Background: an optimization exercise with open tools, aiming at small area, a short achievable clock period and few clock cycles. Do not read the settings as production practice. The RTL was checked by simulation tests, not by an equivalence proof against the original design.

beta:
==> flow/design.v <==
`timescale 1ns / 1ps
module calc_unit(
	input clk,
	input rst,
	input start,
	input [1:0] op,
	input [63:0] a,
	input [31:0] b,
	output busy,
	output done,
	output [63:0] result,
	output err
	);
localparam S_PRE = 2'd1, S_RUN = 2'd2, S_POST = 2'd3;
localparam SKIP = 14;
reg busy_r, done_r;
reg [1:0] st;
reg [1:0] opr;
reg [31:0] R;
reg [63:0] N;
reg [31:0] D;      
reg bc;            
reg [6:0] cnt;     
reg sa, sb;        
reg [8:0] fb;      
reg n63;
reg errr;
wire is_mul = (opr == 2'd2);
wire ld_sub = (op != 2'd2) & ~((op == 2'd0) & b[31]);    
wire is_flt = (opr == 2'd3);
assign busy = busy_r;
assign done = done_r;
assign err = errr;
assign result = {N[31:0], R};
wire dz = bc & (D == 32'hffffffff);    
wire bx = ~is_mul;
wire [35:0] x = {2'b00, R, N[63:62]};
wire [35:0] B1 = {{4{bx}}, D};
wire [35:0] B2 = {{3{bx}}, D, bc};
wire [35:0] u1 = x + B1 + {35'd0, bc};
wire [35:0] u2 = x + B2 + {35'd0, bc};
wire [35:0] cs_s = x ^ B1 ^ B2;
wire [35:0] cs_c = (x & B1) | (x & B2) | (B1 & B2);
wire [35:0] u3 = cs_s + {cs_c[34:0], bc} + {35'd0, bc};
wire g1 = ~u1[35], g2 = ~u2[35], g3 = ~u3[35];
wire qh = g2;
wire ql = g2 ? g3 : g1;
wire [31:0] rdiv = g2 ? (g3 ? u3[31:0] : u2[31:0]) : (g1 ? u1[31:0] : x[31:0]);
wire [35:0] umul = N[1] ? (N[0] ? u3 : u2) : (N[0] ? u1 : x);
wire [35:0] xs = {4'd0, R[31-SKIP:0], N[63:64-SKIP]};
wire [35:0] us = xs + B1 + {35'd0, bc};
wire skipj = ~opr[1] & (R[31:32-SKIP] == {SKIP{1'b0}}) & us[35] & (cnt >= SKIP);
wire skip32 = ~opr[1] & cnt[6] & (N[63:32] == 32'd0) & ~dz;
wire last = (cnt == 7'd2);
wire last_dz = dz & last & n63;    
wire [6:0] cnt_nx = skip32 ? cnt - 7'd32 : (skipj ? cnt - SKIP : cnt - 7'd2);
wire run_end = (cnt_nx == 7'd0);
wire need_post = sa | sb;
wire [63:0] negN = -N;
wire [31:0] negR = -R;
wire a31 = N[55];
wire [7:0] ae = N[54:47];
wire [22:0] am = N[46:24];
wire b31 = fb[8];
wire [7:0] be = fb[7:0];
wire bm_zero = (D[22:0] == 23'h7fffff);
wire ge = N[23];
wire [22:0] mant = ge ? N[22:0] : {N[21:0], qh};
wire [7:0] fe = ae - be + 8'd127 - {7'd0, ~ge};
wire a_inf = (ae == 8'hff) & (am == 23'd0);
wire a_nan = (ae == 8'hff) & (am != 23'd0);
wire b_inf = (be == 8'hff) & bm_zero;
wire b_nan = (be == 8'hff) & ~bm_zero;
wire b_zero = ~b31 & (be == 8'd0) & bm_zero;
wire ferr = b_zero | ((ae[7] == be[7]) & (ae[7] != fe[7])) | a_nan | b_nan | (a_inf & b_inf);
wire [31:0] f = a_inf ? {a31, 8'hff, 23'd0} : (b_inf ? 32'd0 : {a31 ^ b31, fe, mant});
always @(posedge clk) begin
	if (rst) begin
		busy_r <= 1'b0;
		done_r <= 1'b0;
		st <= S_RUN;
	end
	else begin
		done_r <= 1'b0;
		if (!busy_r) begin
			if (start) begin
				busy_r <= 1'b1;
				st <= ((op == 2'd3) | (op == 2'd0) & a[63]) ? S_PRE : S_RUN;
			end
		end
		else begin
			case (st)
				S_PRE: st <= S_RUN;
				S_RUN: if (run_end) begin
					if (need_post) st <= S_POST;
					else begin
						busy_r <= 1'b0;
						done_r <= 1'b1;
					end
				end
				default: begin
					busy_r <= 1'b0;
					done_r <= 1'b1;
				end
			endcase
		end
	end
end
always @(posedge clk) begin
	if (!busy_r) begin
		opr <= op;
		D <= ((op == 2'd3) ? {8'd0, 1'b1, b[22:0]} : b) ^ {32{ld_sub}};
		bc <= ld_sub;
		fb <= b[31:23];
		R <= 32'd0;
		N <= {a[63:62] & {2{op != 2'd2}}, a[61:0]};
		cnt <= op[1] ? (op[0] ? 7'd26 : 7'd32) : 7'd64;
		sa <= (op == 2'd0) & a[63];
		sb <= (op == 2'd0) & b[31];
	end
	else begin
		errr <= is_flt ? ferr : (~opr[1] & dz);
		case (st)
			S_PRE: begin
				if (is_flt) begin
					R <= {9'd0, 1'b1, N[22:1]};
					N <= {N[0], 31'd0, N[31:0]};
				end
				else
					N <= negN;
			end
			S_RUN: begin
				cnt <= cnt_nx;
				if (cnt[6]) n63 <= N[63];
				if (is_mul) begin
					if (last) begin
						R <= {umul[1:0], N[31:2]};
						N[31:0] <= umul[33:2];
					end
					else begin
						R <= umul[35:4];
						N[63:62] <= umul[3:2];
						N[31:0] <= {umul[1:0], N[31:2]};
					end
				end
				else if (is_flt & last) begin
					R <= f;
					N[31:0] <= 32'd0;
				end
				else if (skip32)
					N <= {N[31:0], 32'd0};
				else if (skipj) begin
					R <= {R[31-SKIP:0], N[63:64-SKIP]};
					N <= {N[63-SKIP:0], {SKIP{1'b0}}};
				end
				else begin
					R <= rdiv;
					N <= {N[61:0], qh, ql & ~last_dz};
				end
			end
			default: begin
				if (sa) R <= negR;
				if (sa ^ sb) N[31:0] <= negN[31:0];
			end
		endcase
	end
end
endmodule
clock: 15.0 ns
lec_check: 0
cap_margin: 20
core_margin: 2
core_utilization: 40
place_density: 0.6
slew_margin: 20
standard.sh (not shown) runs the stock make flow with config.mk's settings and CLKGATE_MAP_FILE= SYNTH_SCRIPT=/design/flow/synth_recipe.tcl, a recipe that flattens the netlist after the stock synthesis.
==> flow/flow/run.sh <==
#!/bin/bash
# The standard layout (the standard.sh: standard synthesis, then ORFS floorplan
# to finish), at the design's own clock period and constraints, with two changes
# in how it is made:
#  - the timing repair steps are asked to leave 10.5 ns of setup slack, so that they
#    size and buffer the critical paths instead of stopping once 15 ns is met;
#  - every port still gets its buffer, but a buf_4 rather than the delay cell
#    buffer_ports picks by default.
set -euo pipefail
bash standard.sh synth > synth.log 2>&1
bash standard.sh SETUP_SLACK_MARGIN=10.5 "BUFFER_PORTS_ARGS=-buffer_cell sky130_fd_sc_hd__buf_4" finish > layout.log 2>&1
Testbench counts of beta, summed over its fixed seeds: cycles 50,842.
Setup changes, beta to gamma
diff --git a/flow/design.v b/flow/design.v
--- a/flow/design.v
+++ b/flow/design.v
@@ -26,5 +26,6 @@
 reg n63;
 reg errr;
-wire is_mul = (opr == 2'd2);
+reg is_mul;         
+reg bx;
 wire ld_sub = (op != 2'd2) & ~((op == 2'd0) & b[31]);    
 wire is_flt = (opr == 2'd3);
@@ -34,21 +35,25 @@
 assign result = {N[31:0], R};
 wire dz = bc & (D == 32'hffffffff);    
-wire bx = ~is_mul;
-wire [35:0] x = {2'b00, R, N[63:62]};
-wire [35:0] B1 = {{4{bx}}, D};
-wire [35:0] B2 = {{3{bx}}, D, bc};
-wire [35:0] u1 = x + B1 + {35'd0, bc};
-wire [35:0] u2 = x + B2 + {35'd0, bc};
-wire [35:0] cs_s = x ^ B1 ^ B2;
-wire [35:0] cs_c = (x & B1) | (x & B2) | (B1 & B2);
-wire [35:0] u3 = cs_s + {cs_c[34:0], bc} + {35'd0, bc};
-wire g1 = ~u1[35], g2 = ~u2[35], g3 = ~u3[35];
+wire [34:0] x = {1'b0, R, N[63:62]};
+wire [34:0] B1 = {{3{bx}}, D};
+wire [34:0] B2 = {{2{bx}}, D, bc};
+wire [34:0] u1 = x + B1 + {34'd0, bc};
+wire [34:0] u2 = x + B2 + {34'd0, bc};
+wire [34:0] cs_s = x ^ B1 ^ B2;
+wire [34:0] cs_c = (x & B1) | (x & B2) | (B1 & B2);
+wire [34:0] u3 = cs_s + {cs_c[33:0], bc} + {34'd0, bc};
+wire g1 = ~u1[34], g2 = ~u2[34], g3 = ~u3[34];
 wire qh = g2;
 wire ql = g2 ? g3 : g1;
-wire [31:0] rdiv = g2 ? (g3 ? u3[31:0] : u2[31:0]) : (g1 ? u1[31:0] : x[31:0]);
-wire [35:0] umul = N[1] ? (N[0] ? u3 : u2) : (N[0] ? u1 : x);
-wire [35:0] xs = {4'd0, R[31-SKIP:0], N[63:64-SKIP]};
-wire [35:0] us = xs + B1 + {35'd0, bc};
-wire skipj = ~opr[1] & (R[31:32-SKIP] == {SKIP{1'b0}}) & us[35] & (cnt >= SKIP);
+wire s3 = is_mul ? (N[1] & N[0]) : g3;
+wire s2 = is_mul ? (N[1] & ~N[0]) : (g2 & ~g3);
+wire s1 = is_mul ? (~N[1] & N[0]) : (g1 & ~g2);
+wire s0 = is_mul ? ~(N[1] | N[0]) : ~g1;
+wire [34:0] usel = ({35{s3}} & u3) | ({35{s2}} & u2) | ({35{s1}} & u1) | ({35{s0}} & x);
+wire [31:0] rdiv = usel[31:0];
+wire [35:0] umul = {1'b0, usel};
+wire [32:0] xs = {1'b0, R[31-SKIP:0], N[63:64-SKIP]};
+wire [32:0] us = xs + B1[32:0] + {32'd0, bc};
+wire skipj = ~opr[1] & (R[31:32-SKIP] == {SKIP{1'b0}}) & us[32] & (cnt >= SKIP);
 wire skip32 = ~opr[1] & cnt[6] & (N[63:32] == 32'd0) & ~dz;
 wire last = (cnt == 7'd2);
@@ -112,4 +117,6 @@
 		D <= ((op == 2'd3) ? {8'd0, 1'b1, b[22:0]} : b) ^ {32{ld_sub}};
 		bc <= ld_sub;
+		is_mul <= (op == 2'd2);
+		bx <= (op != 2'd2);
 		fb <= b[31:23];
 		R <= 32'd0;
Notes after the runs:
Run comparison: gamma launching element of the worst setup path D[1]; beta launching element of the worst setup path R[27]
In the metrics for gamma and beta, the one carrying the higher count of buffers not belonging to the clock network in the layout is gamma.
What beta reported for full die area has to be multiplied by 0.945 to get the figure for gamma.
The total met2 wirelength after detailed routing on gamma is in line with that on beta.
Clock sink count of gamma exceeds that of beta slightly.
beta vs gamma, critical path endpoint: result[27] vs N[13]
gamma vs. beta: area after synthesis went down by 5.6%.
Synthesized cell count, gamma and beta: larger value in beta
Comparing gamma and beta, the lower critical-path maximum fanout was measured on gamma.
gamma vs beta: amount of wire on met3 after detailed routing down by a few percent
Testbench counts of gamma, summed over its fixed seeds: cycles 50,842.

## static timing again, ports no longer ideal
The flow's constraints put no driver on any port. The routed layouts listed below were extracted and timed again, unchanged, in two steps.
Step 1: set_driving_cell puts a clkbuf_16 on clk and a buf_2 on each other input, an assumption about the parent block.
Step 2 adds t to the input delays and takes it off the output delays; t is the mean of the earliest and latest rising clock arrival at the registers after step 1. Input paths then give back, and output paths get back, about the clock's delay inside the block.
Three values: ideal, step 1, step 2; two values: the first two.
run	t, ns	setup WS [ns]	worst setup path after step 2	worst data-port slew with drivers (ns)	cell pins on the clock port's net
beta	0.577	10.483 / 10.417 / 10.520	register to register	0.05	1
gamma	0.551	10.393 / 10.393 / 10.150	input to register	0.05	1
After both steps every run listed still meets setup and hold. The setup slack of gamma, which loses most, moves by 0.000 ns with the drivers and by -0.243 ns with both steps.
